Background: an optimization exercise with open tools, aiming at small area and a short achievable clock period. Do not read the settings as production practice.
At most, simulation tests tie the RTL to the original design; equivalence was not proved.
Only the layout flow was run in run 1; the RTL was not checked for function there.
In every run shown here, the design's own scripts or RTL, not TritonCTS, make the clock network.
The clock port is modelled as an ideal driver, which makes a skipped or thinned clock tree look cheaper than it is; a real chip needs a root buffer or a tree.

==> flow/design.v, too long to show whole: its modules and the start of the top module <==
// module mul16_top: 15 lines
// module multiplier: 1609 lines
// module mul_fa: 4 lines
// module mul_a21oi: 3 lines
// module mul_inv: 3 lines
// module mul_nand2: 3 lines
// module mul_nor2: 3 lines
// module mul_o21ai: 3 lines
// module mul_xnor2: 3 lines
// module mul_xor2: 3 lines
// module mul_xnor: 3 lines
// module mul_or: 3 lines
// module mul_nand4: 3 lines
module mul16_top(
    input clk,
    input [15:0] a,
    input [15:0] b,
    output reg [31:0] res
);
  // ...
==> flow/flow/run.sh <==
#!/bin/bash
# Own layout flow: the standard ORFS flow (standard.sh), with
#  - port buffers of a small, fast buffer cell instead of the default delay buffer;
#  - the clock tree rebuilt after CTS as one level of four buffers driven by the clock
#    port (flatten_clock_core.tcl), which shortens the clock's insertion delay for all
#    registers alike;
#  - after that, and after global routing, timing repair aiming for setup slack above a
#    margin, so that the design is sized for the period it can reach rather than left at
#    minimum size by the loose clock.
# make's output goes to standard.log here; ORFS keeps each step's log in orfs/logs.
set -euo pipefail
cd "$(dirname "$0")/.."
export FLOW_DIR_OWN="$PWD/flow"
export FLOW_SETUP_MARGIN=0
export FLOW_IN_REG_CELL=sky130_fd_sc_hd__dfxtp_4
export BUFFER_PORTS_ARGS="-buffer_cell sky130_fd_sc_hd__buf_1"
export CTS_ARGS="-sink_clustering_enable -repair_clock_nets -dont_use_dummy_load -buf_list sky130_fd_sc_hd__clkbuf_8"
export POST_CTS_TCL="$PWD/flow/flatten_clock_post.tcl"
export PRE_GLOBAL_ROUTE_TCL="$PWD/flow/grt_margin.tcl"
bash standard.sh > standard.log 2>&1
==> flow/flow/flatten_clock_core.tcl <==
# Rebuild the clock tree that CTS made as a single level: the clock port drives
# NLEAF clock buffers directly, each driving the registers of one region of the
# core. This removes the root buffer level and so the clock's insertion delay
# (it does not skew registers against each other: all go through one buffer).
set nleaf 4
set bufcell sky130_fd_sc_hd__clkbuf_16
set block [ord::get_db_block]
set clknet [$block findNet clk]
# every register clock pin (sink) of the tree, and every clock-tree buffer
set sinks {}
set bufs {}
set todo [list $clknet]
while {[llength $todo]} {
  set net [lindex $todo 0]
  set todo [lrange $todo 1 end]
  foreach it [$net getITerms] {
    if {![$it isInputSignal] && [$it getIoType] ne "INPUT"} { continue }
    set inst [$it getInst]
    set m [[$inst getMaster] getName]
    if {[string match "sky130_fd_sc_hd__clkbuf*" $m] || [string match "sky130_fd_sc_hd__clkinv*" $m] || [string match "sky130_fd_sc_hd__buf*" $m]} {
      if {[lsearch -exact $bufs $inst] < 0} {
        lappend bufs $inst
        foreach o [$inst getITerms] {
          if {[$o isOutputSignal]} { lappend todo [$o getNet] }
        }
      }
    } else {
      lappend sinks $it
    }
  }
}
puts "flatten_clock: [llength $sinks] sinks, [llength $bufs] buffers"
# split the sinks into nleaf groups: halves by x, then each half by y
proc loc {it} {
  set b [[$it getInst] getBBox]
  return [list [expr {([$b xMin] + [$b xMax]) / 2}] [expr {([$b yMin] + [$b yMax]) / 2}]]
}
proc split_by {items idx} {
  set s [lsort -real -index 1 [lmap it $items {list $it [lindex [loc $it] $idx]}]]
  set n [expr {[llength $s] / 2}]
  return [list [lmap p [lrange $s 0 [expr {$n - 1}]] {lindex $p 0}] [lmap p [lrange $s $n end] {lindex $p 0}]]
}
set groups {}
foreach half [split_by $sinks 0] {
  foreach q [split_by $half 1] { lappend groups $q }
}
# remove the old tree
foreach inst $bufs {
  foreach o [$inst getITerms] {
    if {[$o isOutputSignal]} {
      set n [$o getNet]
      foreach it [$n getITerms] { $it disconnect }
      odb::dbNet_destroy $n
    }
  }
  odb::dbInst_destroy $inst
}
# one buffer per group, at the group's centre
set master [[ord::get_db] findMaster $bufcell]
set k 0
foreach g $groups {
  set sx 0; set sy 0
  foreach it $g { lassign [loc $it] x y; incr sx $x; incr sy $y }
  set cx [expr {$sx / [llength $g]}]; set cy [expr {$sy / [llength $g]}]
  set inst [odb::dbInst_create $block $master "clkbuf_leaf_$k"]
  set net [odb::dbNet_create $block "clknet_leaf_$k"]
  $net setSigType CLOCK
  [$inst findITerm A] connect $clknet
  [$inst findITerm X] connect $net
  foreach it $g { $it connect $net }
  $inst setLocation $cx $cy
  $inst setPlacementStatus PLACED
  puts "flatten_clock: clkbuf_leaf_$k drives [llength $g] sinks"
  incr k
}
==> flow/flow/flatten_clock_post.tcl <==
source $::env(FLOW_DIR_OWN)/flatten_clock_core.tcl
if {[info exists ::env(FLOW_IN_REG_CELL)] && $::env(FLOW_IN_REG_CELL) ne ""} {
  foreach inst [get_cells {a_r* b_r*}] {
    replace_cell $inst $::env(FLOW_IN_REG_CELL)
  }
}
detailed_placement
estimate_parasitics -placement
# size the design for the period it can reach: repair setup against a margin
set ::env(SETUP_SLACK_MARGIN) $::env(FLOW_SETUP_MARGIN)
repair_timing_helper
detailed_placement
check_placement -verbose
==> flow/flow/grt_margin.tcl <==
# the global-route stage's timing repair uses the same setup margin as after CTS
set ::env(SETUP_SLACK_MARGIN) $::env(FLOW_SETUP_MARGIN)
==> flow/standard.sh <==
#!/bin/bash
# synth_recipe.tcl (not shown) runs the flow's synth.tcl, then flattens the netlist and writes it again
# the make line also repeats each setting of config.mk as NAME=value (left out here)
make -C /OpenROAD-flow-scripts/flow DESIGN_CONFIG=/design/flow/config.mk WORK_HOME=/design/flow/orfs CLKGATE_MAP_FILE= SYNTH_SCRIPT=/design/flow/synth_recipe.tcl "${@:-finish}"
==> flow/config.mk <==
export PLATFORM = sky130hd
export DESIGN_NAME = mul16_top
export DESIGN_NICKNAME = mul16_top
export VERILOG_FILES = /design/flow/design.v
export SDC_FILE = /design/flow/constraint.sdc
export NUM_CORES = 4
export LEC_CHECK = 0
export CAP_MARGIN = 20
export CORE_MARGIN = 2
export CORE_UTILIZATION = 55
export SLEW_MARGIN = 20
export SYNTH_HIERARCHICAL = 1
==> flow/constraint.sdc <==
create_clock -name core_clock -period 22.0 [get_ports {clk}]
set_input_delay 4.4000 -clock core_clock [delete_from_list [all_inputs] [get_ports {clk}]]
set_output_delay 4.4000 -clock core_clock [all_outputs]
set_load 0.01 [all_outputs]
==> metrics.md, run 1 <==
| Metric | Value |
|---|---|
| Simple-Gate Fraction of Synth Area | `15.45%` |
| Sequential cell area share | `16.63%` |
| GR peak layer | `met2` |
| Iter 0 DRT Violations | `491` |
| Drt pass-1 iters | `5` |
| Hold depth | `2` |
| Grt ovf | `0` |
| Crit path max-delay cell type | `fa_1` |
| Initial Util | `56.54%` |
| Via count | `5799` |
| Final Core Density | `55.22%` |
| Final WL | `20.12 mm` |
| #FFs+latches synth | `64` |
| CTS Sinks | `64` |
| DR top layer | `met4` |
| Global Route met2 Usage | `46.69%` |
| Final setup fails | `0` |
| Routed length per instance | `19.38 um` |
| Max stage delay on crit path | `0.56 ns` |
| Worst Hold Class | `register to register` |
| Met2 WL | `10.45 mm` |
| RSZ-0062 raised after global routing | `no` |
| Register area share after synthesis | `14.85%` |
| Crit end category | `register` |
| #MultiIn Comb | `676` |
| First-pass GRT wire length | `33.53 mm` |
| Worst path cell trace | `buf_4 > nand2_1 > fa_1 > fa_1 > fa_1 > fa_1 > fa_1 > xnor2_1 > nor2_1 > nand2_1 > o21ai_1 > a21oi_2 > inv_1 > a21oi_2 > o21ai_1 > inv_1 > o21ai_1 > a21oi_2 > inv_1 > a21oi_2 > xnor2_1` |
| Final WS setup | `16.49 ns` |
| Worst Reg2Reg Path Length in Cells | `21` |
| Compound-Gate Fraction of Synth Area | `4.975%` |
| Run status | `no timing/DRC/antenna violations` |
| Hold violation count in the final report | `0` |
| Pre-CTS WS | `16.10 ns` |
| Clock Latency Late Sink | `0.14 ns` |
| Fin crit period | `5.507 ns` |
| Largest family of logic cells by synthesized area | `adder cells` |
| Antenna fix cells | `0` |
| Worst slew margin | `60.08%` |
| Multiplexer share of the synthesized area | `0%` |
| Share of cells above drive strength 1 | `9.311%` |
| Routing usage on met3 | `4.913%` |
| Fmax | `181.6 MHz` |
==> run 2: changes to the inputs <==
--- a/flow/design.v
+++ b/flow/design.v
@@ -897,16 +897,31 @@
   wire n876;
   wire n877;
   wire n878;
   wire n879;
   wire n880;
   wire n881;
   wire n882;
   wire n883;
+  wire n884;
+  wire n885;
+  wire n886;
+  wire n887;
+  wire n888;
+  wire n889;
+  wire n890;
+  wire n891;
+  wire n892;
+  wire n893;
+  wire n894;
+  wire n895;
+  wire n896;
+  wire n897;
+  wire n898;
   assign pp1 = ~(a[0] & b[0]);
   assign pp2 = ~(a[1] & b[0]);
   assign pp3 = ~(a[2] & b[0]);
   assign pp4 = ~(a[3] & b[0]);
   assign pp5 = ~(a[4] & b[0]);
   assign pp6 = ~(a[5] & b[0]);
   assign pp7 = ~(a[6] & b[0]);
   assign pp8 = ~(a[7] & b[0]);
@@ -1456,177 +1471,192 @@
   mul_nor2 u_n747 (.a(n694), .b(n692), .y(n747));
   mul_o21ai u_n748 (.a(n694), .b(n691), .c(n693), .y(n748));
   mul_nor2 u_n749 (.a(n698), .b(n696), .y(n749));
   mul_o21ai u_n750 (.a(n698), .b(n695), .c(n697), .y(n750));
   mul_nor2 u_n751 (.a(n702), .b(n700), .y(n751));
   mul_o21ai u_n752 (.a(n702), .b(n699), .c(n701), .y(n752));
   mul_nor2 u_n753 (.a(n706), .b(n704), .y(n753));
   mul_o21ai u_n754 (.a(n706), .b(n703), .c(n705), .y(n754));
-  mul_nor2 u_n755 (.a(n710), .b(n708), .y(n755));
-  mul_o21ai u_n756 (.a(n710), .b(n707), .c(n709), .y(n756));
-  mul_a21oi u_n757 (.a(n741), .b(n740), .c(n742), .y(n757));
-  mul_nand2 u_n758 (.a(n745), .b(n743), .y(n758));
-  mul_a21oi u_n759 (.a(n745), .b(n744), .c(n746), .y(n759));
-  mul_nand2 u_n760 (.a(n749), .b(n747), .y(n760));
-  mul_a21oi u_n761 (.a(n749), .b(n748), .c(n750), .y(n761));
-  mul_nand2 u_n762 (.a(n753), .b(n751), .y(n762));
-  mul_a21oi u_n763 (.a(n753), .b(n752), .c(n754), .y(n763));
-  mul_o21ai u_n764 (.a(n758), .b(n757), .c(n759), .y(n764));
-  mul_nor2 u_n765 (.a(n762), .b(n760), .y(n765));
-  mul_o21ai u_n766 (.a(n762), .b(n761), .c(n763), .y(n766));
-  mul_a21oi u_n767 (.a(n765), .b(n764), .c(n766), .y(n767));
-  mul_inv u_n768 (.a(n764), .y(n768));
-  mul_o21ai u_n769 (.a(n760), .b(n768), .c(n761), .y(n769));
-  mul_inv u_n770 (.a(n757), .y(n770));
-  mul_a21oi u_n771 (.a(n743), .b(n770), .c(n744), .y(n771));
-  mul_a21oi u_n772 (.a(n747), .b(n764), .c(n748), .y(n772));
-  mul_a21oi u_n773 (.a(n751), .b(n769), .c(n752), .y(n773));
-  mul_inv u_n774 (.a(n767), .y(n774));
-  mul_a21oi u_n775 (.a(n755), .b(n774), .c(n756), .y(n775));
-  mul_inv u_n776 (.a(n740), .y(n776));
-  mul_o21ai u_n777 (.a(n680), .b(n776), .c(n679), .y(n777));
-  mul_o21ai u_n778 (.a(n684), .b(n757), .c(n683), .y(n778));
-  mul_o21ai u_n779 (.a(n688), .b(n771), .c(n687), .y(n779));
-  mul_o21ai u_n780 (.a(n692), .b(n768), .c(n691), .y(n780));
-  mul_o21ai u_n781 (.a(n696), .b(n772), .c(n695), .y(n781));
-  mul_inv u_n782 (.a(n769), .y(n782));
-  mul_o21ai u_n783 (.a(n700), .b(n782), .c(n699), .y(n783));
-  mul_o21ai u_n784 (.a(n704), .b(n773), .c(n703), .y(n784));
-  mul_o21ai u_n785 (.a(n708), .b(n767), .c(n707), .y(n785));
-  mul_o21ai u_n786 (.a(n712), .b(n775), .c(n711), .y(n786));
-  mul_inv u_n787 (.a(n786), .y(n787));
-  mul_o21ai u_n788 (.a(n714), .b(n787), .c(n713), .y(n788));
-  mul_nor2 u_n789 (.a(n716), .b(n714), .y(n789));
-  mul_o21ai u_n790 (.a(n716), .b(n713), .c(n715), .y(n790));
-  mul_nor2 u_n791 (.a(n718), .b(n716), .y(n791));
-  mul_o21ai u_n792 (.a(n718), .b(n715), .c(n717), .y(n792));
-  mul_nor2 u_n793 (.a(n720), .b(n718), .y(n793));
-  mul_o21ai u_n794 (.a(n720), .b(n717), .c(n719), .y(n794));
-  mul_nor2 u_n795 (.a(n722), .b(n720), .y(n795));
-  mul_o21ai u_n796 (.a(n722), .b(n719), .c(n721), .y(n796));
-  mul_nor2 u_n797 (.a(n724), .b(n722), .y(n797));
-  mul_o21ai u_n798 (.a(n724), .b(n721), .c(n723), .y(n798));
-  mul_nor2 u_n799 (.a(n726), .b(n724), .y(n799));
-  mul_o21ai u_n800 (.a(n726), .b(n723), .c(n725), .y(n800));
-  mul_nor2 u_n801 (.a(n728), .b(n726), .y(n801));
-  mul_o21ai u_n802 (.a(n728), .b(n725), .c(n727), .y(n802));
-  mul_nor2 u_n803 (.a(n730), .b(n728), .y(n803));
-  mul_o21ai u_n804 (.a(n730), .b(n727), .c(n729), .y(n804));
-  mul_nor2 u_n805 (.a(n732), .b(n730), .y(n805));
-  mul_o21ai u_n806 (.a(n732), .b(n729), .c(n731), .y(n806));
-  mul_nor2 u_n807 (.a(n734), .b(n732), .y(n807));
-  mul_o21ai u_n808 (.a(n734), .b(n731), .c(n733), .y(n808));
-  mul_nor2 u_n809 (.a(n736), .b(n734), .y(n809));
-  mul_o21ai u_n810 (.a(n736), .b(n733), .c(n735), .y(n810));
-  mul_a21oi u_n811 (.a(n789), .b(n786), .c(n790), .y(n811));
-  mul_a21oi u_n812 (.a(n791), .b(n788), .c(n792), .y(n812));
-  mul_nand2 u_n813 (.a(n793), .b(n789), .y(n813));
-  mul_a21oi u_n814 (.a(n793), .b(n790), .c(n794), .y(n814));
-  mul_nand2 u_n815 (.a(n795), .b(n791), .y(n815));
-  mul_a21oi u_n816 (.a(n795), .b(n792), .c(n796), .y(n816));
-  mul_nand2 u_n817 (.a(n797), .b(n793), .y(n817));
-  mul_a21oi u_n818 (.a(n797), .b(n794), .c(n798), .y(n818));
-  mul_nand2 u_n819 (.a(n799), .b(n795), .y(n819));
-  mul_a21oi u_n820 (.a(n799), .b(n796), .c(n800), .y(n820));
-  mul_nand2 u_n821 (.a(n801), .b(n797), .y(n821));
-  mul_a21oi u_n822 (.a(n801), .b(n798), .c(n802), .y(n822));
-  mul_nand2 u_n823 (.a(n803), .b(n799), .y(n823));
-  mul_a21oi u_n824 (.a(n803), .b(n800), .c(n804), .y(n824));
-  mul_nand2 u_n825 (.a(n805), .b(n801), .y(n825));
-  mul_a21oi u_n826 (.a(n805), .b(n802), .c(n806), .y(n826));
-  mul_nand2 u_n827 (.a(n807), .b(n803), .y(n827));
-  mul_a21oi u_n828 (.a(n807), .b(n804), .c(n808), .y(n828));
-  mul_nand2 u_n829 (.a(n809), .b(n805), .y(n829));
-  mul_a21oi u_n830 (.a(n809), .b(n806), .c(n810), .y(n830));
-  mul_o21ai u_n831 (.a(n813), .b(n787), .c(n814), .y(n831));
-  mul_inv u_n832 (.a(n788), .y(n832));
-  mul_o21ai u_n833 (.a(n815), .b(n832), .c(n816), .y(n833));
-  mul_o21ai u_n834 (.a(n817), .b(n811), .c(n818), .y(n834));
-  mul_o21ai u_n835 (.a(n819), .b(n812), .c(n820), .y(n835));
-  mul_nor2 u_n836 (.a(n821), .b(n813), .y(n836));
-  mul_o21ai u_n837 (.a(n821), .b(n814), .c(n822), .y(n837));
-  mul_nor2 u_n838 (.a(n823), .b(n815), .y(n838));
-  mul_o21ai u_n839 (.a(n823), .b(n816), .c(n824), .y(n839));
-  mul_nor2 u_n840 (.a(n825), .b(n817), .y(n840));
-  mul_o21ai u_n841 (.a(n825), .b(n818), .c(n826), .y(n841));
-  mul_nor2 u_n842 (.a(n827), .b(n819), .y(n842));
-  mul_o21ai u_n843 (.a(n827), .b(n820), .c(n828), .y(n843));
-  mul_nor2 u_n844 (.a(n829), .b(n821), .y(n844));
-  mul_o21ai u_n845 (.a(n829), .b(n822), .c(n830), .y(n845));
-  mul_a21oi u_n846 (.a(n836), .b(n786), .c(n837), .y(n846));
-  mul_a21oi u_n847 (.a(n838), .b(n788), .c(n839), .y(n847));
-  mul_inv u_n848 (.a(n811), .y(n848));
-  mul_a21oi u_n849 (.a(n840), .b(n848), .c(n841), .y(n849));
-  mul_inv u_n850 (.a(n812), .y(n850));
-  mul_a21oi u_n851 (.a(n842), .b(n850), .c(n843), .y(n851));
-  mul_a21oi u_n852 (.a(n844), .b(n831), .c(n845), .y(n852));
-  mul_inv u_n853 (.a(pp1), .y(n853));
-  assign res[0] = n853;
-  mul_xor2 u_n854 (.a(n678), .b(n738), .y(n854));
-  assign res[1] = n854;
-  mul_xor2 u_n855 (.a(n680), .b(n740), .y(n855));
-  assign res[2] = n855;
-  mul_xor2 u_n856 (.a(n682), .b(n777), .y(n856));
-  assign res[3] = n856;
-  mul_xor2 u_n857 (.a(n684), .b(n770), .y(n857));
-  assign res[4] = n857;
-  mul_xor2 u_n858 (.a(n686), .b(n778), .y(n858));
-  assign res[5] = n858;
-  mul_xnor2 u_n859 (.a(n688), .b(n771), .y(n859));
-  assign res[6] = n859;
-  mul_xor2 u_n860 (.a(n690), .b(n779), .y(n860));
-  assign res[7] = n860;
-  mul_xor2 u_n861 (.a(n692), .b(n764), .y(n861));
-  assign res[8] = n861;
-  mul_xor2 u_n862 (.a(n694), .b(n780), .y(n862));
-  assign res[9] = n862;
-  mul_xnor2 u_n863 (.a(n696), .b(n772), .y(n863));
-  assign res[10] = n863;
-  mul_xor2 u_n864 (.a(n698), .b(n781), .y(n864));
-  assign res[11] = n864;
-  mul_xor2 u_n865 (.a(n700), .b(n769), .y(n865));
-  assign res[12] = n865;
-  mul_xor2 u_n866 (.a(n702), .b(n783), .y(n866));
-  assign res[13] = n866;
-  mul_xnor2 u_n867 (.a(n704), .b(n773), .y(n867));
-  assign res[14] = n867;
-  mul_xor2 u_n868 (.a(n706), .b(n784), .y(n868));
-  assign res[15] = n868;
-  mul_xor2 u_n869 (.a(n708), .b(n774), .y(n869));
-  assign res[16] = n869;
-  mul_xor2 u_n870 (.a(n710), .b(n785), .y(n870));
-  assign res[17] = n870;
-  mul_xnor2 u_n871 (.a(n712), .b(n775), .y(n871));
-  assign res[18] = n871;
-  mul_xor2 u_n872 (.a(n714), .b(n786), .y(n872));
-  assign res[19] = n872;
-  mul_xor2 u_n873 (.a(n716), .b(n788), .y(n873));
-  assign res[20] = n873;
-  mul_xor2 u_n874 (.a(n718), .b(n848), .y(n874));
-  assign res[21] = n874;
-  mul_xor2 u_n875 (.a(n720), .b(n850), .y(n875));
-  assign res[22] = n875;
-  mul_xor2 u_n876 (.a(n722), .b(n831), .y(n876));
-  assign res[23] = n876;
-  mul_xor2 u_n877 (.a(n724), .b(n833), .y(n877));
-  assign res[24] = n877;
-  mul_xor2 u_n878 (.a(n726), .b(n834), .y(n878));
-  assign res[25] = n878;
-  mul_xor2 u_n879 (.a(n728), .b(n835), .y(n879));
-  assign res[26] = n879;
-  mul_xnor2 u_n880 (.a(n730), .b(n846), .y(n880));
-  assign res[27] = n880;
-  mul_xnor2 u_n881 (.a(n732), .b(n847), .y(n881));
-  assign res[28] = n881;
-  mul_xnor2 u_n882 (.a(n734), .b(n849), .y(n882));
-  assign res[29] = n882;
-  mul_xnor2 u_n883 (.a(n736), .b(n851), .y(n883));
-  assign res[30] = n883;
-  assign res[31] = n852;
+  mul_a21oi u_n755 (.a(n741), .b(n740), .c(n742), .y(n755));
+  mul_nand2 u_n756 (.a(n745), .b(n743), .y(n756));
+  mul_a21oi u_n757 (.a(n745), .b(n744), .c(n746), .y(n757));
+  mul_nand2 u_n758 (.a(n749), .b(n747), .y(n758));
+  mul_a21oi u_n759 (.a(n749), .b(n748), .c(n750), .y(n759));
+  mul_nand2 u_n760 (.a(n753), .b(n751), .y(n760));
+  mul_a21oi u_n761 (.a(n753), .b(n752), .c(n754), .y(n761));
+  mul_o21ai u_n762 (.a(n756), .b(n755), .c(n757), .y(n762));
+  mul_nor2 u_n763 (.a(n760), .b(n758), .y(n763));
+  mul_o21ai u_n764 (.a(n760), .b(n759), .c(n761), .y(n764));
+  mul_a21oi u_n765 (.a(n763), .b(n762), .c(n764), .y(n765));
+  mul_inv u_n766 (.a(n762), .y(n766));
+  mul_o21ai u_n767 (.a(n758), .b(n766), .c(n759), .y(n767));
+  mul_inv u_n768 (.a(n755), .y(n768));
+  mul_a21oi u_n769 (.a(n743), .b(n768), .c(n744), .y(n769));
+  mul_a21oi u_n770 (.a(n747), .b(n762), .c(n748), .y(n770));
+  mul_a21oi u_n771 (.a(n751), .b(n767), .c(n752), .y(n771));
+  mul_inv u_n772 (.a(n740), .y(n772));
+  mul_o21ai u_n773 (.a(n680), .b(n772), .c(n679), .y(n773));
+  mul_o21ai u_n774 (.a(n684), .b(n755), .c(n683), .y(n774));
+  mul_o21ai u_n775 (.a(n688), .b(n769), .c(n687), .y(n775));
+  mul_o21ai u_n776 (.a(n692), .b(n766), .c(n691), .y(n776));
+  mul_o21ai u_n777 (.a(n696), .b(n770), .c(n695), .y(n777));
+  mul_inv u_n778 (.a(n767), .y(n778));
+  mul_o21ai u_n779 (.a(n700), .b(n778), .c(n699), .y(n779));
+  mul_o21ai u_n780 (.a(n704), .b(n771), .c(n703), .y(n780));
+  mul_o21ai u_n781 (.a(n708), .b(n765), .c(n707), .y(n781));
+  mul_nor2 u_n782 (.a(n710), .b(n708), .y(n782));
+  mul_o21ai u_n783 (.a(n710), .b(n707), .c(n709), .y(n783));
+  mul_nor2 u_n784 (.a(n712), .b(n710), .y(n784));
+  mul_o21ai u_n785 (.a(n712), .b(n709), .c(n711), .y(n785));
+  mul_nor2 u_n786 (.a(n714), .b(n712), .y(n786));
+  mul_o21ai u_n787 (.a(n714), .b(n711), .c(n713), .y(n787));
+  mul_nor2 u_n788 (.a(n716), .b(n714), .y(n788));
+  mul_o21ai u_n789 (.a(n716), .b(n713), .c(n715), .y(n789));
+  mul_nor2 u_n790 (.a(n718), .b(n716), .y(n790));
+  mul_o21ai u_n791 (.a(n718), .b(n715), .c(n717), .y(n791));
+  mul_nor2 u_n792 (.a(n720), .b(n718), .y(n792));
+  mul_o21ai u_n793 (.a(n720), .b(n717), .c(n719), .y(n793));
+  mul_nor2 u_n794 (.a(n722), .b(n720), .y(n794));
+  mul_o21ai u_n795 (.a(n722), .b(n719), .c(n721), .y(n795));
+  mul_nor2 u_n796 (.a(n724), .b(n722), .y(n796));
+  mul_o21ai u_n797 (.a(n724), .b(n721), .c(n723), .y(n797));
+  mul_nor2 u_n798 (.a(n726), .b(n724), .y(n798));
+  mul_o21ai u_n799 (.a(n726), .b(n723), .c(n725), .y(n799));
+  mul_nor2 u_n800 (.a(n728), .b(n726), .y(n800));
+  mul_o21ai u_n801 (.a(n728), .b(n725), .c(n727), .y(n801));
+  mul_nor2 u_n802 (.a(n730), .b(n728), .y(n802));
+  mul_o21ai u_n803 (.a(n730), .b(n727), .c(n729), .y(n803));
+  mul_nor2 u_n804 (.a(n732), .b(n730), .y(n804));
+  mul_o21ai u_n805 (.a(n732), .b(n729), .c(n731), .y(n805));
+  mul_nor2 u_n806 (.a(n734), .b(n732), .y(n806));
+  mul_o21ai u_n807 (.a(n734), .b(n731), .c(n733), .y(n807));
+  mul_nor2 u_n808 (.a(n736), .b(n734), .y(n808));
+  mul_o21ai u_n809 (.a(n736), .b(n733), .c(n735), .y(n809));
+  mul_inv u_n810 (.a(n765), .y(n810));
+  mul_a21oi u_n811 (.a(n782), .b(n810), .c(n783), .y(n811));
+  mul_a21oi u_n812 (.a(n784), .b(n781), .c(n785), .y(n812));
+  mul_nand2 u_n813 (.a(n786), .b(n782), .y(n813));
+  mul_a21oi u_n814 (.a(n786), .b(n783), .c(n787), .y(n814));
+  mul_nand2 u_n815 (.a(n788), .b(n784), .y(n815));
+  mul_a21oi u_n816 (.a(n788), .b(n785), .c(n789), .y(n816));
+  mul_nand2 u_n817 (.a(n790), .b(n786), .y(n817));
+  mul_a21oi u_n818 (.a(n790), .b(n787), .c(n791), .y(n818));
+  mul_nand2 u_n819 (.a(n792), .b(n788), .y(n819));
+  mul_a21oi u_n820 (.a(n792), .b(n789), .c(n793), .y(n820));
+  mul_nand2 u_n821 (.a(n794), .b(n790), .y(n821));
+  mul_a21oi u_n822 (.a(n794), .b(n791), .c(n795), .y(n822));
+  mul_nand2 u_n823 (.a(n796), .b(n792), .y(n823));
+  mul_a21oi u_n824 (.a(n796), .b(n793), .c(n797), .y(n824));
+  mul_nand2 u_n825 (.a(n798), .b(n794), .y(n825));
+  mul_a21oi u_n826 (.a(n798), .b(n795), .c(n799), .y(n826));
+  mul_nand2 u_n827 (.a(n800), .b(n796), .y(n827));
+  mul_a21oi u_n828 (.a(n800), .b(n797), .c(n801), .y(n828));
+  mul_nand2 u_n829 (.a(n802), .b(n798), .y(n829));
+  mul_a21oi u_n830 (.a(n802), .b(n799), .c(n803), .y(n830));
+  mul_nand2 u_n831 (.a(n804), .b(n800), .y(n831));
+  mul_a21oi u_n832 (.a(n804), .b(n801), .c(n805), .y(n832));
+  mul_nand2 u_n833 (.a(n806), .b(n802), .y(n833));
+  mul_a21oi u_n834 (.a(n806), .b(n803), .c(n807), .y(n834));
+  mul_nand2 u_n835 (.a(n808), .b(n804), .y(n835));
+  mul_a21oi u_n836 (.a(n808), .b(n805), .c(n809), .y(n836));
+  mul_o21ai u_n837 (.a(n813), .b(n765), .c(n814), .y(n837));
+  mul_inv u_n838 (.a(n781), .y(n838));
+  mul_o21ai u_n839 (.a(n815), .b(n838), .c(n816), .y(n839));
+  mul_o21ai u_n840 (.a(n817), .b(n811), .c(n818), .y(n840));
+  mul_o21ai u_n841 (.a(n819), .b(n812), .c(n820), .y(n841));
+  mul_nor2 u_n842 (.a(n821), .b(n813), .y(n842));
+  mul_o21ai u_n843 (.a(n821), .b(n814), .c(n822), .y(n843));
+  mul_nor2 u_n844 (.a(n823), .b(n815), .y(n844));
+  mul_o21ai u_n845 (.a(n823), .b(n816), .c(n824), .y(n845));
+  mul_nor2 u_n846 (.a(n825), .b(n817), .y(n846));
+  mul_o21ai u_n847 (.a(n825), .b(n818), .c(n826), .y(n847));
+  mul_nor2 u_n848 (.a(n827), .b(n819), .y(n848));
+  mul_o21ai u_n849 (.a(n827), .b(n820), .c(n828), .y(n849));
+  mul_nor2 u_n850 (.a(n829), .b(n821), .y(n850));
+  mul_o21ai u_n851 (.a(n829), .b(n822), .c(n830), .y(n851));
+  mul_nor2 u_n852 (.a(n831), .b(n823), .y(n852));
+  mul_o21ai u_n853 (.a(n831), .b(n824), .c(n832), .y(n853));
+  mul_nor2 u_n854 (.a(n833), .b(n825), .y(n854));
+  mul_o21ai u_n855 (.a(n833), .b(n826), .c(n834), .y(n855));
+  mul_nor2 u_n856 (.a(n835), .b(n827), .y(n856));
+  mul_o21ai u_n857 (.a(n835), .b(n828), .c(n836), .y(n857));
+  mul_a21oi u_n858 (.a(n842), .b(n810), .c(n843), .y(n858));
+  mul_a21oi u_n859 (.a(n844), .b(n781), .c(n845), .y(n859));
+  mul_inv u_n860 (.a(n811), .y(n860));
+  mul_a21oi u_n861 (.a(n846), .b(n860), .c(n847), .y(n861));
+  mul_inv u_n862 (.a(n812), .y(n862));
+  mul_a21oi u_n863 (.a(n848), .b(n862), .c(n849), .y(n863));
+  mul_a21oi u_n864 (.a(n850), .b(n837), .c(n851), .y(n864));
+  mul_a21oi u_n865 (.a(n852), .b(n839), .c(n853), .y(n865));
+  mul_a21oi u_n866 (.a(n854), .b(n840), .c(n855), .y(n866));
+  mul_a21oi u_n867 (.a(n856), .b(n841), .c(n857), .y(n867));
+  mul_inv u_n868 (.a(pp1), .y(n868));
+  assign res[0] = n868;
+  mul_xor2 u_n869 (.a(n678), .b(n738), .y(n869));
+  assign res[1] = n869;
+  mul_xor2 u_n870 (.a(n680), .b(n740), .y(n870));
+  assign res[2] = n870;
+  mul_xor2 u_n871 (.a(n682), .b(n773), .y(n871));
+  assign res[3] = n871;
+  mul_xor2 u_n872 (.a(n684), .b(n768), .y(n872));
+  assign res[4] = n872;
+  mul_xor2 u_n873 (.a(n686), .b(n774), .y(n873));
+  assign res[5] = n873;
+  mul_xnor2 u_n874 (.a(n688), .b(n769), .y(n874));
+  assign res[6] = n874;
+  mul_xor2 u_n875 (.a(n690), .b(n775), .y(n875));
+  assign res[7] = n875;
+  mul_xor2 u_n876 (.a(n692), .b(n762), .y(n876));
+  assign res[8] = n876;
+  mul_xor2 u_n877 (.a(n694), .b(n776), .y(n877));
+  assign res[9] = n877;
+  mul_xnor2 u_n878 (.a(n696), .b(n770), .y(n878));
+  assign res[10] = n878;
+  mul_xor2 u_n879 (.a(n698), .b(n777), .y(n879));
+  assign res[11] = n879;
+  mul_xor2 u_n880 (.a(n700), .b(n767), .y(n880));
+  assign res[12] = n880;
+  mul_xor2 u_n881 (.a(n702), .b(n779), .y(n881));
+  assign res[13] = n881;
+  mul_xnor2 u_n882 (.a(n704), .b(n771), .y(n882));
+  assign res[14] = n882;
+  mul_xor2 u_n883 (.a(n706), .b(n780), .y(n883));
+  assign res[15] = n883;
+  mul_xor2 u_n884 (.a(n708), .b(n810), .y(n884));
+  assign res[16] = n884;
+  mul_xor2 u_n885 (.a(n710), .b(n781), .y(n885));
+  assign res[17] = n885;
+  mul_xor2 u_n886 (.a(n712), .b(n860), .y(n886));
+  assign res[18] = n886;
+  mul_xor2 u_n887 (.a(n714), .b(n862), .y(n887));
+  assign res[19] = n887;
+  mul_xor2 u_n888 (.a(n716), .b(n837), .y(n888));
+  assign res[20] = n888;
+  mul_xor2 u_n889 (.a(n718), .b(n839), .y(n889));
+  assign res[21] = n889;
+  mul_xor2 u_n890 (.a(n720), .b(n840), .y(n890));
+  assign res[22] = n890;
+  mul_xor2 u_n891 (.a(n722), .b(n841), .y(n891));
+  assign res[23] = n891;
+  mul_xnor2 u_n892 (.a(n724), .b(n858), .y(n892));
+  assign res[24] = n892;
+  mul_xnor2 u_n893 (.a(n726), .b(n859), .y(n893));
+  assign res[25] = n893;
+  mul_xnor2 u_n894 (.a(n728), .b(n861), .y(n894));
+  assign res[26] = n894;
+  mul_xnor2 u_n895 (.a(n730), .b(n863), .y(n895));
+  assign res[27] = n895;
+  mul_xnor2 u_n896 (.a(n732), .b(n864), .y(n896));
+  assign res[28] = n896;
+  mul_xnor2 u_n897 (.a(n734), .b(n865), .y(n897));
+  assign res[29] = n897;
+  mul_xnor2 u_n898 (.a(n736), .b(n866), .y(n898));
+  assign res[30] = n898;
+  assign res[31] = n867;
 endmodule
 module mul_fa(input a, input b, input ci, output s, output co);
   assign s = a ^ b ^ ci;
   assign co = (a & b) | (a & ci) | (b & ci);
 endmodule
 module mul_a21oi(input a, input b, input c, output y);
   assign y = ~((a & b) | c);
 endmodule
==> flow/config.mk (replaced) <==
export PLATFORM = sky130hd
export DESIGN_NAME = mul16_top
export DESIGN_NICKNAME = mul16_top
export VERILOG_FILES = /design/flow/design.v
export SDC_FILE = /design/flow/constraint.sdc
export NUM_CORES = 4
export LEC_CHECK = 0
export CAP_MARGIN = 20
export CORE_MARGIN = 2
export CORE_UTILIZATION = 72
export SLEW_MARGIN = 20
export SYNTH_HIERARCHICAL = 1
==> metrics.md, run 2 <==
| Metric | Value |
|---|---|
| Reg2reg start | `b_r[13] (was a_r[9])` |
| Post-synthesis cell count | `863 (was 848)` |
| CTS clk-pin slew, worst paths | `0.07 ns (about the same)` |
| Worst Path Arrival | `5.10 ns (was 5.53 ns)` |
| Worst Hold Class | `register to register (unchanged)` |
| Grt ovf | `0 (unchanged)` |
| Final WL | `19.86 mm (was 20.12 mm)` |
| Antenna fix cells | `0 (unchanged)` |
| Fmax | `196.9 MHz (was 181.6 MHz)` |
| Count leader, synth | `nand2_1 (unchanged)` |
| Die Area | `12970 um2 (was 16700 um2)` |
| Overall Global Routing Usage | `33.57% (was 26.74%)` |
| Vias in the first global route | `6666 (was 6431)` |
| Most frequent cells in the layout | `295 x nand2_1, 195 x fa_1, 64 x buf_1 (was 290 x nand2_1, 195 x fa_1, 64 x buf_1)` |
| Crit path max fanout | `17 (was 18)` |
| DIE WIDTH | `113.9 um (was 129.2 um)` |
| Multiplexer share of the synthesized area | `0% (unchanged)` |
| Max reg flops | `32 (unchanged)` |
| Worst Path Required | `22.02 ns (about the same)` |
| Count of final max-slew check failures | `0 (unchanged)` |
| #FFs+latches synth | `64 (unchanged)` |
| Fin crit period | `5.079 ns (was 5.507 ns)` |
| Syn. warnings | `7 (unchanged)` |
| Most flops, register | `res (unchanged)` |
| Compound-Gate Fraction of Synth Area | `5.613% (was 4.975%)` |
| Port bufs | `64 (unchanged)` |
| FFs w/ async S/R, synth | `0% (unchanged)` |
| Largest area contributor in the netlist | `fa_1 (unchanged)` |
| Final Cell Area | `8403 um2 (was 8426 um2)` |
| Drt pass-1 iters | `5 (unchanged)` |
| Routed length per instance | `20.14 um (was 19.38 um)` |
| Post-Syn Area | `8693 um2 (was 8627 um2)` |
| I/O pin count | `65 (unchanged)` |
| CP Launch Point | `b_r[13] (was a_r[9])` |
| Area of the multi-input gates | `6406 um2 (was 6322 um2)` |
| CTS Sinks | `64 (unchanged)` |
| Synthesized area per cell | `10.07 um2 (was 10.17 um2)` |
| Critical path startpoint category | `register (unchanged)` |
| Initial antenna violation count | `0 (unchanged)` |
| Number of flops mapped to enable cells by yosys | `0 (unchanged)` |
| Count of cell types in the netlist | `14 (unchanged)` |
| Largest regs | `res x32, a_r x16, b_r x16 (unchanged)` |
| Core ar. | `11910 um2 (was 15260 um2)` |
| Pin count of the biggest net entering global routing | `23 (unchanged)` |
| Final setup fails | `0 (unchanged)` |
| Final WS setup | `16.92 ns (was 16.49 ns)` |
| Initial Util | `72.98% (was 56.54%)` |
| Fraction of synthesized cell area in xor and xnor cells | `7.556% (was 7.614%)` |
| Hold violation count in the final report | `0 (unchanged)` |
| Routed Antenna Nets | `0 (unchanged)` |
| Top cell type's share of synthesized area | `44.91% (was 45.25%)` |
| Mapped Nets | `1091 (was 1076)` |
| Layout net count | `1069 (was 1057)` |
| RSZ-0062 raised after global routing | `no (unchanged)` |
| Die Height | `113.9 um (was 129.2 um)` |
| Worst slew margin | `57.73% (was 60.08%)` |
| Period utilization | `23.09% (was 25.03%)` |
| Commonest non-fill, non-tap cell in the layout | `nand2_1 (unchanged)` |
| Gpl congestion | `0.8952 (was 0.8613)` |
| Register area share after synthesis | `14.74% (was 14.85%)` |
| Seq. cell area | `1401 um2 (unchanged)` |
| Run status | `no timing/DRC/antenna violations (unchanged)` |
| Clock Latency Late Sink | `0.14 ns (about the same)` |
| WS Path Type | `register to register (unchanged)` |
| Final Core Density | `70.55% (was 55.22%)` |
| Area Growth Syn to Fin | `-3.339% (was -2.335%)` |
| Top_reg_cell synth | `dfxtp_1 (unchanged)` |
| Num rows | `40 (was 45)` |
| Avg Vias per Cell | `6.128 (was 5.587)` |
| Worst-Margin Slew | `0.6299 ns (was 0.5948 ns)` |
| Ranking of synthesized cells by area | `fa_1 45%, dfxtp_1 15%, nand2_1 13% (unchanged)` |
| Crit end category | `register (unchanged)` |
| Hpwl dp | `14.96 mm (was 14.81 mm)` |
| Via count | `6042 (was 5799)` |
| Setup TNS | `0 ns (unchanged)` |
| DR DRC count | `0 (unchanged)` |
| Iter 0 DRT Violations | `498 (was 491)` |
| First-pass GRT wire length | `33.18 mm (was 33.53 mm)` |
| Simple-Gate Fraction of Synth Area | `15.62% (was 15.45%)` |
| Hold Crit Start | `a_r[0] (unchanged)` |
| Number of fill cells | `921 (was 1344)` |
| Largest family of logic cells by synthesized area | `adder cells (unchanged)` |
| Pre-CTS WS | `16.52 ns (was 16.10 ns)` |
| Share of cells above drive strength 1 | `9.178% (was 9.311%)` |
| Adder-Cell Fraction of Synth Area | `44.91% (was 45.25%)` |
| Placed Instance Area | `8183 um2 (was 8205 um2)` |
| Commonest cells post-synth | `295 x nand2_1, 195 x fa_1, 64 x dfxtp_1 (was 290 x nand2_1, 195 x fa_1, 64 x dfxtp_1)` |
| Max cap viols | `0 (unchanged)` |
| Final Skew | `0.008320 ns (was 0.008549 ns)` |
==> run 2: cell count changes after synthesis, moves of 2 or more <==
cell     change
xor2_1       -2
nand2_2      -2
o21ai_1      +3
xnor2_1      +2
nor2_1       +5
a21oi_2      +5
nand2_1      +5
buf_12       -2
==> run 2: cell type report <==
class | instances | area share [%]
tap | 147 | 2.189
timing repair buffer | 68 | 3.216
inverter | 11 | 0.4914
buffer | 4 | 1.191
sequential | 64 | 16.68
multi-input combinational | 692 | 76.24
==> run 2: kinds of logic after synthesis <==
logic type / after synthesis
AO/OA/AOI/OAI: 75
XOR/XNOR: 75
adder cells (fa/ha/maj): 195
buffers and inverters: 107
flip-flops: 64
AND/OR/NAND/NOR: 347
==> run 2: path summary, 6_finish.rpt <==
path | end | slack, ns | cells after the start
worst min-delay path | res[0] | 0.61 | 2
worst max-delay path | res[29] | 16.92 | 17
worst max register to register | res[29] | 16.92 | 17
worst min register to register | res[0] | 0.61 | 2
==> run 2: stage by stage <==
stage               instances  hold slack [ns]
global placement          982           0.8018
finish                    986           0.6117
detailed placement        982           0.8022
global route              986           0.6546
floorplan                 863           0.6651
==> run 2: per-module statistics from Yosys, one instance, submodules excluded <==
module,cells inside,flip-flops and latches
mul16_top,64,64
mul_a21oi,1,0
mul_fa,1,0
mul_inv,1,0
mul_nand2,1,0
mul_nand4,1,0
mul_nor2,1,0
mul_o21ai,1,0
mul_xnor,1,0
mul_xnor2,1,0
mul_xor2,1,0
multiplier,352,0
==> run 2: worst max-delay path: stages (launching register included) <==
cell and delay [ns]:
dfxtp_4 0.33, buf_4 0.25, nand2_1 0.12, fa_1 0.49, fa_1 0.54, fa_1 0.44
fa_1 0.54, fa_1 0.46, xnor2_1 0.21, nor2_1 0.22, nand2_1 0.10, nor2_1 0.14
a21oi_2 0.11, o21ai_1 0.44, inv_1 0.08, o21ai_1 0.25, a21oi_2 0.10, xnor2_1 0.13
==> run 2: metal layers <==
layer	up-vias	track usage (%)	routed length, um
li1	2554	-	-
met1	3042	40.39	6829
met5	-	0	0
met4	0	15.77	893
met2	361	58.00	10410
met3	85	7.386	1728
==> run 3: changes to the inputs <==
--- a/flow/config.mk
+++ b/flow/config.mk
@@ -7,6 +7,6 @@
 export LEC_CHECK = 0
 export CAP_MARGIN = 20
 export CORE_MARGIN = 2
-export CORE_UTILIZATION = 72
+export CORE_UTILIZATION = 65
 export SLEW_MARGIN = 20
 export SYNTH_HIERARCHICAL = 1
==> metrics.md, run 3 <==
| Metric | Value |
|---|---|
| Drt pass-1 iters | `5 (unchanged)` |
| Final Skew | `0.01213 ns (was 0.008320 ns)` |
| Critical path startpoint category | `register (unchanged)` |
| Top delay family on crit path | `flip-flops (was adder cells)` |
| Avg Vias per Cell | `5.736 (was 6.128)` |
| Area Growth Syn to Fin | `-2.576% (was -3.339%)` |
| Setup TNS | `0 ns (unchanged)` |
| Pin count of the biggest net entering global routing | `23 (unchanged)` |
| I/O pin count | `65 (unchanged)` |
| Die Area | `14310 um2 (was 12970 um2)` |
| CTS clk-pin slew, worst paths | `0.07 ns (about the same)` |
| Max stage delay on crit path | `0.35 ns (was 0.54 ns)` |
| Crit path max fanout | `1 (was 17)` |
| Placed Instance Area | `8249 um2 (was 8183 um2)` |
| #FFs+latches synth | `64 (unchanged)` |
| Post-Syn Area | `8693 um2 (unchanged)` |
| Routed Antenna Nets | `0 (unchanged)` |
| Layout net count | `1073 (was 1069)` |
| Reg2reg start | `a_r[5] (was b_r[13])` |
| Worst path cell trace | `buf_1 (was buf_4 > nand2_1 > fa_1 > fa_1 > fa_1 > fa_1 > fa_1 > xnor2_1 > nor2_1 > nand2_1 > nor2_1 > a21oi_2 > o21ai_1 > inv_1 > o21ai_1 > a21oi_2 > xnor2_1)` |
| Most flops, register | `res (unchanged)` |
| Num rows | `42 (was 40)` |
| Worst-Margin Slew | `0.6273 ns (was 0.6299 ns)` |
| Gpl congestion | `0.8579 (was 0.8952)` |
| Hpwl dp | `14.87 mm (was 14.96 mm)` |
| GR peak layer | `met2 (unchanged)` |
| Ranking of synthesized cells by area | `fa_1 45%, dfxtp_1 15%, nand2_1 13% (unchanged)` |
| Number of flops mapped to enable cells by yosys | `0 (unchanged)` |
| Count leader, synth | `nand2_1 (unchanged)` |
| Commonest cells post-synth | `295 x nand2_1, 195 x fa_1, 64 x dfxtp_1 (unchanged)` |
| Antenna fix cells | `0 (unchanged)` |
| Hold violation count in the final report | `0 (unchanged)` |
| Clock Latency Late Sink | `0.15 ns (was 0.14 ns)` |
| Worst Hold End | `res[0] (unchanged)` |
| Largest regs | `res x32, a_r x16, b_r x16 (unchanged)` |
| Most frequent cells in the layout | `295 x nand2_1, 195 x fa_1, 64 x buf_1 (unchanged)` |
| WS Path Type | `register to primary output (was register to register)` |
| DR DRC count | `0 (unchanged)` |
| Fmax | `198.0 MHz (was 196.9 MHz)` |
| Largest area contributor in the netlist | `fa_1 (unchanged)` |
| Register area share after synthesis | `14.74% (unchanged)` |
| Worst Reg2Reg Path Length in Cells | `18 (was 17)` |
| Max reg flops | `32 (unchanged)` |
| Iter 0 DRT Violations | `386 (was 498)` |
| DIE WIDTH | `119.6 um (was 113.9 um)` |
| First-pass GRT wire length | `33.69 mm (was 33.18 mm)` |
| Share of cells above drive strength 1 | `9.609% (was 9.178%)` |
| Largest family of logic cells by synthesized area | `adder cells (unchanged)` |
| Simple-Gate Fraction of Synth Area | `15.62% (unchanged)` |
| Run status | `no timing/DRC/antenna violations (unchanged)` |
| Number of fill cells | `1137 (was 921)` |
| Syn. warnings | `7 (unchanged)` |
| Count of final max-slew check failures | `0 (unchanged)` |
| FFs w/ async S/R, synth | `0% (unchanged)` |
| Count of cell types in the netlist | `14 (unchanged)` |
| Synthesized area per cell | `10.07 um2 (unchanged)` |
| Multiplexer share of the synthesized area | `0% (unchanged)` |
| Final WL | `19.97 mm (was 19.86 mm)` |
| Via count | `5845 (was 6042)` |
| Post-synthesis cell count | `863 (unchanged)` |
| Adder-Cell Fraction of Synth Area | `44.91% (unchanged)` |
| Grt ovf | `0 (unchanged)` |
| Port bufs | `64 (unchanged)` |
| Final Core Density | `64.47% (was 70.55%)` |
| Fraction of synthesized cell area in xor and xnor cells | `7.556% (unchanged)` |
| Mapped Nets | `1091 (unchanged)` |
| Worst Path Required | `17.60 ns (was 22.02 ns)` |
| Compound-Gate Fraction of Synth Area | `5.613% (unchanged)` |
| Fin crit period | `5.050 ns (was 5.079 ns)` |
| Max cap viols | `0 (unchanged)` |
| Post-route insts no fill | `1019 (was 986)` |
| Final Cell Area | `8469 um2 (was 8403 um2)` |
| Routing usage on met3 | `4.040% (was 7.386%)` |
| Commonest non-fill, non-tap cell in the layout | `nand2_1 (unchanged)` |
| Core ar. | `13140 um2 (was 11910 um2)` |
| Met1 Use GR | `37.51% (was 40.39%)` |
| Die Height | `119.6 um (was 113.9 um)` |
| Worst Hold Class | `register to register (unchanged)` |
| Overall Global Routing Usage | `30.71% (was 33.57%)` |
| Global Route met2 Usage | `56.86% (was 58.00%)` |
| Final setup fails | `0 (unchanged)` |
| CTS Sinks | `64 (unchanged)` |
| Initial antenna violation count | `0 (unchanged)` |
| Crit path max-delay cell type | `dfxtp_1 (was fa_1)` |
| RSZ-0062 raised after global routing | `no (unchanged)` |
| Post-placement cell count | `1015 (was 982)` |
| Reg-to-reg endpoint | `res[29] (unchanged)` |
| Bufs and invs on worst path | `1 (was 2)` |
| Vias in the first global route | `6578 (was 6666)` |
| Hold depth | `2 (unchanged)` |
| Period utilization | `22.96% (was 23.09%)` |
| Worst slew margin | `57.90% (was 57.73%)` |
| Initial Util | `66.17% (was 72.98%)` |
| Worst Path Arrival | `0.65 ns (was 5.10 ns)` |
| Hold Crit Start | `a_r[0] (unchanged)` |
| Top_reg_cell synth | `dfxtp_1 (unchanged)` |
| Crit end category | `primary output (was register)` |
| Routed length per instance | `19.60 um (was 20.14 um)` |
| Top cell type's share of synthesized area | `44.91% (unchanged)` |
==> run 3: per-module statistics from Yosys (local to each module, per instance) <==
module	times used	flip-flops and latches	cells inside	cell area [um2]
multiplier	1	0	352	1943
mul_a21oi	30	0	1	8.758
mul_fa	195	0	1	20.02
mul16_top	1	64	64	1281
mul_xor2	20	0	1	8.758
mul_xnor2	40	0	1	8.758
mul_inv	11	0	1	3.754
mul_xnor	15	0	1	8.758
mul_nand2	46	0	1	3.754
mul_nor2	30	0	1	3.754
mul_o21ai	45	0	1	5.005
mul_nand4	15	0	1	6.256
==> run 3: logic make-up (layout without fill, tap and decap cells) <==
logic type,after synthesis,after routing
and+or+nand+nor,347,347
adders and majority gates,195,195
buffers and inverters,107,87
AOI/OAI and AO/OA,75,75
xor gates and xnor gates,75,75
DFF,64,64
==> run 3: worst max-delay path by stage <==
stage,from,to,slack (ns),cells past startpoint
finish,res[30],res[30],16.95,1
global route,a_r[5],res[29],16.67,18
detailed placement,a_r[4],res[29],16.65,16
global placement,a_r[4],res[29],16.75,16
floorplan,a_r[3],res[29],17.27,19
==> run 3: layer usage <==
layer / up-vias / share of wire, %
met2: 218 / 55
met1: 3036 / 38
li1: 2564 / -
met3: 27 / 6.0
met4: 0 / 1.7
met5: - / 0
==> run 3: layout make-up <==
cell class / count / area (um2) / share of cell area [%]
multi-input cells: 692 / 6406 / 75.64
flip-flops and latches: 64 / 1401 / 16.55
repair buffers: 72 / 300.3 / 3.546
well taps: 176 / 220.2 / 2.600
plain buffers: 4 / 100.1 / 1.182
inverters: 11 / 41.29 / 0.4875
==> run 3: metrics by stage <==
step / hold WS [ns] / worst slack (ns)
after floorplan: 0.6651 / 17.27
after global placement: 0.8239 / 16.75
after detailed placement: 0.8345 / 16.65
after global routing: 0.6716 / 16.67
final: 0.6367 / 16.95
==> run 4: changes to the inputs <==
--- a/flow/config.mk
+++ b/flow/config.mk
@@ -7,6 +7,6 @@
 export LEC_CHECK = 0
 export CAP_MARGIN = 20
 export CORE_MARGIN = 2
-export CORE_UTILIZATION = 65
+export CORE_UTILIZATION = 55
 export SLEW_MARGIN = 20
 export SYNTH_HIERARCHICAL = 1
==> metrics.md, run 4 <==
| Metric | Value |
|---|---|
| Pin count of the biggest net entering global routing | `23 (unchanged)` |
| Most frequent cells in the layout | `295 x nand2_1, 195 x fa_1, 64 x buf_1 (unchanged)` |
| Hold Crit Start | `a_r[0] (unchanged)` |
| RSZ-0062 raised after global routing | `no (unchanged)` |
| Most flops, register | `res (unchanged)` |
| Antenna fix cells | `0 (unchanged)` |
| Worst Path Arrival | `0.63 ns (was 0.65 ns)` |
| Die Area | `16830 um2 (was 14310 um2)` |
| CP Launch Point | `res[29] (was res[30])` |
| Routing usage on met3 | `3.977% (was 4.040%)` |
| Final Cell Area | `8483 um2 (was 8469 um2)` |
| Grt ovf | `0 (unchanged)` |
| Final Skew | `0.01395 ns (was 0.01213 ns)` |
| Num rows | `45 (was 42)` |
| Period utilization | `22.85% (was 22.96%)` |
| Via count | `5873 (was 5845)` |
| Max cap viols | `0 (unchanged)` |
| Initial antenna violation count | `0 (unchanged)` |
| Top_reg_cell synth | `dfxtp_1 (unchanged)` |
| Drt pass-1 iters | `5 (unchanged)` |
| Largest regs | `res x32, a_r x16, b_r x16 (unchanged)` |
| Iter 0 DRT Violations | `376 (was 386)` |
| Final setup fails | `0 (unchanged)` |
| Max stage delay on crit path | `0.32 ns (was 0.35 ns)` |
| Post-Syn Area | `8693 um2 (unchanged)` |
| Layout net count | `1069 (was 1073)` |
| Top delay family on crit path | `flip-flops (unchanged)` |
| Count of final max-slew check failures | `0 (unchanged)` |
| Hpwl dp | `15.33 mm (was 14.87 mm)` |
| Hold violation count in the final report | `0 (unchanged)` |
| Register area share after synthesis | `14.74% (unchanged)` |
| Overall Global Routing Usage | `26.94% (was 30.71%)` |
| Worst-Margin Slew | `0.6167 ns (was 0.6273 ns)` |
| Final Core Density | `55.39% (was 64.47%)` |
| Met1 Use GR | `33.56% (was 37.51%)` |
| Worst path cell trace | `buf_1 (unchanged)` |
| Top cell type's share of synthesized area | `44.91% (unchanged)` |
| Setup TNS | `0 ns (unchanged)` |
| Clock Latency Late Sink | `0.15 ns (about the same)` |
| Crit path max-delay cell type | `dfxtp_1 (unchanged)` |
| Post-synthesis cell count | `863 (unchanged)` |
| DIE WIDTH | `129.7 um (was 119.6 um)` |
| Avg Vias per Cell | `5.593 (was 5.736)` |
| CTS clk-pin slew, worst paths | `0.07 ns (about the same)` |
| Fin crit period | `5.026 ns (was 5.050 ns)` |
| Vias in the first global route | `6635 (was 6578)` |
| Count leader, synth | `nand2_1 (unchanged)` |
| Core ar. | `15310 um2 (was 13140 um2)` |
| Fmax | `199.0 MHz (was 198.0 MHz)` |
| Share of cells above drive strength 1 | `9.178% (was 9.609%)` |
| Critical path startpoint category | `register (unchanged)` |
| Crit path max fanout | `1 (unchanged)` |
| Worst Path Required | `17.60 ns (about the same)` |
| Reg2reg start | `b_r[6] (was a_r[5])` |
| Global Route met2 Usage | `48.41% (was 56.86%)` |
| Number of flops mapped to enable cells by yosys | `0 (unchanged)` |
| Run status | `no timing/DRC/antenna violations (unchanged)` |
| Final WL | `20.41 mm (was 19.97 mm)` |
| Commonest non-fill, non-tap cell in the layout | `nand2_1 (unchanged)` |
| Die Height | `129.7 um (was 119.6 um)` |
| Worst Hold Class | `register to register (unchanged)` |
| Routed length per instance | `19.44 um (was 19.60 um)` |
| Syn. warnings | `7 (unchanged)` |
| WS Path Type | `register to primary output (unchanged)` |
| FFs w/ async S/R, synth | `0% (unchanged)` |
| Crit end category | `primary output (unchanged)` |
| GR peak layer | `met2 (unchanged)` |
| Area Growth Syn to Fin | `-2.418% (was -2.576%)` |
| Placed Instance Area | `8263 um2 (was 8249 um2)` |
| Routed Antenna Nets | `0 (unchanged)` |
| Initial Util | `56.76% (was 66.17%)` |
| #FFs+latches synth | `64 (unchanged)` |
| Port bufs | `64 (unchanged)` |
| Bufs and invs on worst path | `1 (unchanged)` |
| Ranking of synthesized cells by area | `fa_1 45%, dfxtp_1 15%, nand2_1 13% (unchanged)` |
| CTS Sinks | `64 (unchanged)` |
| Mapped Nets | `1091 (unchanged)` |
| Worst slew margin | `58.59% (was 57.90%)` |
| Synthesized area per cell | `10.07 um2 (unchanged)` |
| I/O pin count | `65 (unchanged)` |
| First-pass GRT wire length | `34.44 mm (was 33.69 mm)` |
| Gpl congestion | `0.9045 (was 0.8579)` |
| Commonest cells post-synth | `295 x nand2_1, 195 x fa_1, 64 x dfxtp_1 (unchanged)` |
| Count of cell types in the netlist | `14 (unchanged)` |
| Max reg flops | `32 (unchanged)` |
| DR DRC count | `0 (unchanged)` |
| Largest area contributor in the netlist | `fa_1 (unchanged)` |
run 4: cell counts after synthesis:
No cell type changed its count.
run 4: path summary, 6_finish.rpt:
check        endpoint  slack, ns  depth (start not counted)
min reg2reg    res[0]       0.63                          2
max           res[29]      16.97                          1
max reg2reg   res[29]      17.00                         16
min            res[0]       0.63                          2
run 4: area by class of cell:
cell class | count | area, um2
fill | 1403 | 6832
multi-input combinational | 692 | 6406
sequential | 64 | 1401
timing repair buffer | 68 | 270.3
tap | 211 | 264.0
buffer | 4 | 100.1
inverter | 11 | 41.29
run 4: cells by family after synthesis:
logic type	Yosys count	share of synthesized area, %
AO/OA/AOI/OAI	75	5.613
XOR/XNOR	75	7.556
adder cells (fa/ha/maj)	195	44.90
buffers and inverters	107	11.57
flip-flops	64	14.74
AND/OR/NAND/NOR	347	15.62
run 4: routing by layer:
layer  up-vias  routed length (um)
met2       222               10830
met1      3053                7984
met5         -                   0
li1       2556                   -
met3        42                1083
met4         0                 512
run 4: per-module statistics from Yosys (local to each module, per instance):
module / times used / flip-flops and latches
mul_nand4: 15 / 0
mul_inv: 11 / 0
mul16_top: 1 / 64
mul_a21oi: 30 / 0
multiplier: 1 / 0
mul_xnor2: 40 / 0
mul_o21ai: 45 / 0
mul_xnor: 15 / 0
mul_fa: 195 / 0
mul_nand2: 46 / 0
mul_xor2: 20 / 0
mul_nor2: 30 / 0
run 4: through the flow:
| step | hold WS, ns | setup WS [ns] | cells |
|---|---|---|---|
| finish | 0.6271 | 16.97 | 1050 |
| global route | 0.6502 | 16.71 | 1050 |
| detailed placement | 0.8201 | 16.52 | 1046 |
| global placement | 0.8321 | 16.65 | 1046 |
| floorplan | 0.6651 | 17.27 | 863 |
==> run 5: changes to the inputs <==
--- a/flow/flow/run.sh
+++ b/flow/flow/run.sh
@@ -12,7 +12,7 @@
 cd "$(dirname "$0")/.."
 export FLOW_DIR_OWN="$PWD/flow"
 export FLOW_SETUP_MARGIN=0
-export FLOW_IN_REG_CELL=sky130_fd_sc_hd__dfxtp_4
+export FLOW_IN_REG_CELL=sky130_fd_sc_hd__dfxtp_2
 export BUFFER_PORTS_ARGS="-buffer_cell sky130_fd_sc_hd__buf_1"
 export CTS_ARGS="-sink_clustering_enable -repair_clock_nets -dont_use_dummy_load -buf_list sky130_fd_sc_hd__clkbuf_8"
 export POST_CTS_TCL="$PWD/flow/flatten_clock_post.tcl"
==> metrics.md, run 5 <==
| Metric | Value |
|---|---|
| Core ar. | `15310 um2 (unchanged)` |
| Count of final max-slew check failures | `0 (unchanged)` |
| Number of flops mapped to enable cells by yosys | `0 (unchanged)` |
| Worst slew margin | `58.15% (was 58.59%)` |
| Worst Path Arrival | `5.20 ns (was 0.63 ns)` |
| Wire length on met1 | `7.708 mm (was 7.984 mm)` |
| Most frequent cells in the layout | `295 x nand2_1, 195 x fa_1, 64 x buf_1 (unchanged)` |
| Mapped Nets | `1091 (unchanged)` |
| Gpl congestion | `0.9045 (unchanged)` |
| Antenna fix cells | `0 (unchanged)` |
| Die Height | `129.7 um (unchanged)` |
| Post-route insts no fill | `1050 (unchanged)` |
| Routed length per instance | `19.35 um (was 19.44 um)` |
| Synthesized area per cell | `10.07 um2 (unchanged)` |
| Max reg flops | `32 (unchanged)` |
| Max stage delay on crit path | `0.66 ns (was 0.32 ns)` |
| Final WL | `20.31 mm (was 20.41 mm)` |
| Hpwl dp | `15.33 mm (unchanged)` |
| Syn. warnings | `7 (unchanged)` |
| Grt ovf | `0 (unchanged)` |
| Via count | `5883 (was 5873)` |
| Reg2reg start | `b_r[6] (unchanged)` |
| Fin crit period | `5.189 ns (was 5.026 ns)` |
| WS Path Type | `register to register (was register to primary output)` |
| DR top layer | `met4 (unchanged)` |
| CP Launch Point | `b_r[6] (was res[29])` |
| Hold violation count in the final report | `0 (unchanged)` |
| Routed Antenna Nets | `0 (unchanged)` |
| Top_reg_cell synth | `dfxtp_1 (unchanged)` |
| Pre-CTS WS | `16.52 ns (unchanged)` |
| Post-Syn Area | `8693 um2 (unchanged)` |
| First-pass GRT wire length | `34.31 mm (was 34.44 mm)` |
| Commonest cells post-synth | `295 x nand2_1, 195 x fa_1, 64 x dfxtp_1 (unchanged)` |
| Final WS setup | `16.81 ns (was 16.97 ns)` |
| Clock Latency Late Sink | `0.15 ns (about the same)` |
| Post-synthesis cell count | `863 (unchanged)` |
| Crit path max fanout | `18 (was 1)` |
| Placed Instance Area | `8263 um2 (unchanged)` |
| Layout net count | `1069 (unchanged)` |
| Commonest non-fill, non-tap cell in the layout | `nand2_1 (unchanged)` |
| Setup TNS | `0 ns (unchanged)` |
| Area Growth Syn to Fin | `-3.339% (was -2.418%)` |
| #FFs+latches synth | `64 (unchanged)` |
| Vias in the first global route | `6636 (was 6635)` |
| Num rows | `45 (unchanged)` |
| Overall Global Routing Usage | `26.94% (about the same)` |
| Initial Util | `56.76% (unchanged)` |
| Hold Crit Start | `a_r[0] (unchanged)` |
| Fmax | `192.7 MHz (was 199.0 MHz)` |
| Drt pass-1 iters | `5 (unchanged)` |
| Run status | `no timing/DRC/antenna violations (unchanged)` |
| Die Area | `16830 um2 (unchanged)` |
| Worst-Margin Slew | `0.6233 ns (was 0.6167 ns)` |
| Ranking of synthesized cells by area | `fa_1 45%, dfxtp_1 15%, nand2_1 13% (unchanged)` |
| Crit path max-delay cell type | `dfxtp_2 (was dfxtp_1)` |
| CTS Sinks | `64 (unchanged)` |
| CTS clk-pin slew, worst paths | `0.07 ns (about the same)` |
| Post-placement cell count | `1046 (unchanged)` |
| WL met3 | `1.369 mm (was 1.083 mm)` |
| DIE WIDTH | `129.7 um (unchanged)` |
| Largest regs | `res x32, a_r x16, b_r x16 (unchanged)` |
| Largest area contributor in the netlist | `fa_1 (unchanged)` |
| Port bufs | `64 (unchanged)` |
| Count leader, synth | `nand2_1 (unchanged)` |
| DR DRC count | `0 (unchanged)` |
| FFs w/ async S/R, synth | `0% (unchanged)` |
| Cell mode on critical path | `fa_1` |
| Met2 WL | `10.66 mm (was 10.83 mm)` |
| Share of cells above drive strength 1 | `9.178% (unchanged)` |
| Period utilization | `23.59% (was 22.85%)` |
| Final Cell Area | `8403 um2 (was 8483 um2)` |
| Final setup fails | `0 (unchanged)` |
| Crit end category | `register (was primary output)` |
| Worst Path Required | `22.01 ns (was 17.60 ns)` |
| Worst Hold Class | `register to register (unchanged)` |
| RSZ-0062 raised after global routing | `no (unchanged)` |
| Iter 0 DRT Violations | `410 (was 376)` |
| Top cell type's share of synthesized area | `44.91% (unchanged)` |
| Critical path startpoint category | `register (unchanged)` |
| Count of cell types in the netlist | `14 (unchanged)` |
| Initial antenna violation count | `0 (unchanged)` |
| I/O pin count | `65 (unchanged)` |
| Worst path cell trace | `nand2_1 > fa_1 > fa_1 > fa_1 > fa_1 > fa_1 > xnor2_1 > nor2_1 > nand2_1 > nor2_1 > a21oi_2 > o21ai_1 > inv_1 > o21ai_1 > a21oi_2 > xnor2_1 (was buf_1)` |
| Avg Vias per Cell | `5.603 (was 5.593)` |
| Final Skew | `0.01473 ns (was 0.01395 ns)` |
| Pin count of the biggest net entering global routing | `23 (unchanged)` |
| Register area share after synthesis | `14.74% (unchanged)` |
| Max cap viols | `0 (unchanged)` |
| Most flops, register | `res (unchanged)` |
==> run 5: critical path: cells and delay by family, from the launching register on <==
kind	cells	cell delay, ns
flops	1	0.66
buf+inv	1	0.09
compound gates	4	0.89
fa+ha+maj	5	2.53
simple gates	4	0.56
xor+xnor	2	0.32
==> run 5: layout make-up <==
cell class	instances	area (um2)
timing repair buffer	68	270.3
inverter	11	41.29
tap	211	264.0
sequential	64	1321
multi-input combinational	692	6406
buffer	4	100.1
fill	1417	6912
==> run 5: routing by layer <==
| layer | up-vias | GRT usage (%) |
|---|---|---|
| met3 | 46 | 4.305 |
| met2 | 254 | 47.86 |
| li1 | 2555 | - |
| met5 | - | 0 |
| met1 | 3028 | 33.66 |
| met4 | 0 | 9.298 |
==> run 5: Yosys stat by module (local to each module, per instance) <==
module	copies in the design	cells inside	cell area [um2]
multiplier	1	352	1943
mul16_top	1	64	1281
mul_fa	195	1	20.02
mul_a21oi	30	1	8.758
mul_xnor	15	1	8.758
mul_xnor2	40	1	8.758
mul_xor2	20	1	8.758
mul_nand4	15	1	6.256
mul_o21ai	45	1	5.005
mul_inv	11	1	3.754
mul_nand2	46	1	3.754
mul_nor2	30	1	3.754
==> run 5: path summary, 6_finish.rpt <==
check        endpoint  slack, ns  cells past startpoint
max           res[29]      16.81                     16
min            res[0]       0.67                      2
max reg2reg   res[29]      16.81                     16
min reg2reg    res[0]       0.67                      2
==> run 5: kinds of logic after synthesis <==
| group | synth area share (%) |
|---|---|
| DFF | 14.74 |
| buffers and inverters | 11.57 |
| adders and majority gates | 44.90 |
| xor gates and xnor gates | 7.556 |
| AOI/OAI and AO/OA | 5.613 |
| and+or+nand+nor | 15.62 |
==> run 5: metrics by stage <==
stage | utilization (%) | hold slack, ns
after detailed placement | 53.95 | 0.8201
after global routing | 54.87 | 0.7073
after floorplan | - | 0.6651
after global placement | 53.95 | 0.8321
final | 54.87 | 0.6669

[port drivers added, routing unchanged]
The results above use ideal ports. As a check the final layouts listed here were re-extracted and re-timed, cells and wires unchanged. Step 1 sets driving cells, clkbuf_16 on the clock port and buf_2 on the other inputs (assumed; they add their load-dependent delay and slew). Step 2 adds t to the input delays and takes it off the output delays; t is the mean of the earliest and latest rising clock arrival at the registers after step 1. Input paths then give back, and output paths get back, about the clock's delay inside the block. Slacks: no drivers / after step 1 / after step 2; pairs: no drivers / after step 1.
| run | shift t [ns] | setup WS [ns] | latest minus earliest clock arrival (ns) | worst register clock-pin slew, ns |
|---|---|---|---|---|
| run 1 | 0.235 | 16.493 / 16.493 / 16.493 | 0.010 / 0.011 | 0.08 / 0.08 |
| run 2 | 0.229 | 16.921 / 16.863 / 16.921 | 0.008 / 0.009 | 0.07 / 0.07 |
| run 3 | 0.232 | 16.950 / 16.857 / 16.992 | 0.012 / 0.012 | 0.08 / 0.08 |
| run 4 | 0.231 | 16.974 / 16.882 / 16.999 | 0.014 / 0.014 | 0.08 / 0.08 |
| run 5 | 0.232 | 16.811 / 16.811 / 16.811 | 0.015 / 0.015 | 0.08 / 0.08 |
After both steps setup and hold are still met in every run listed.
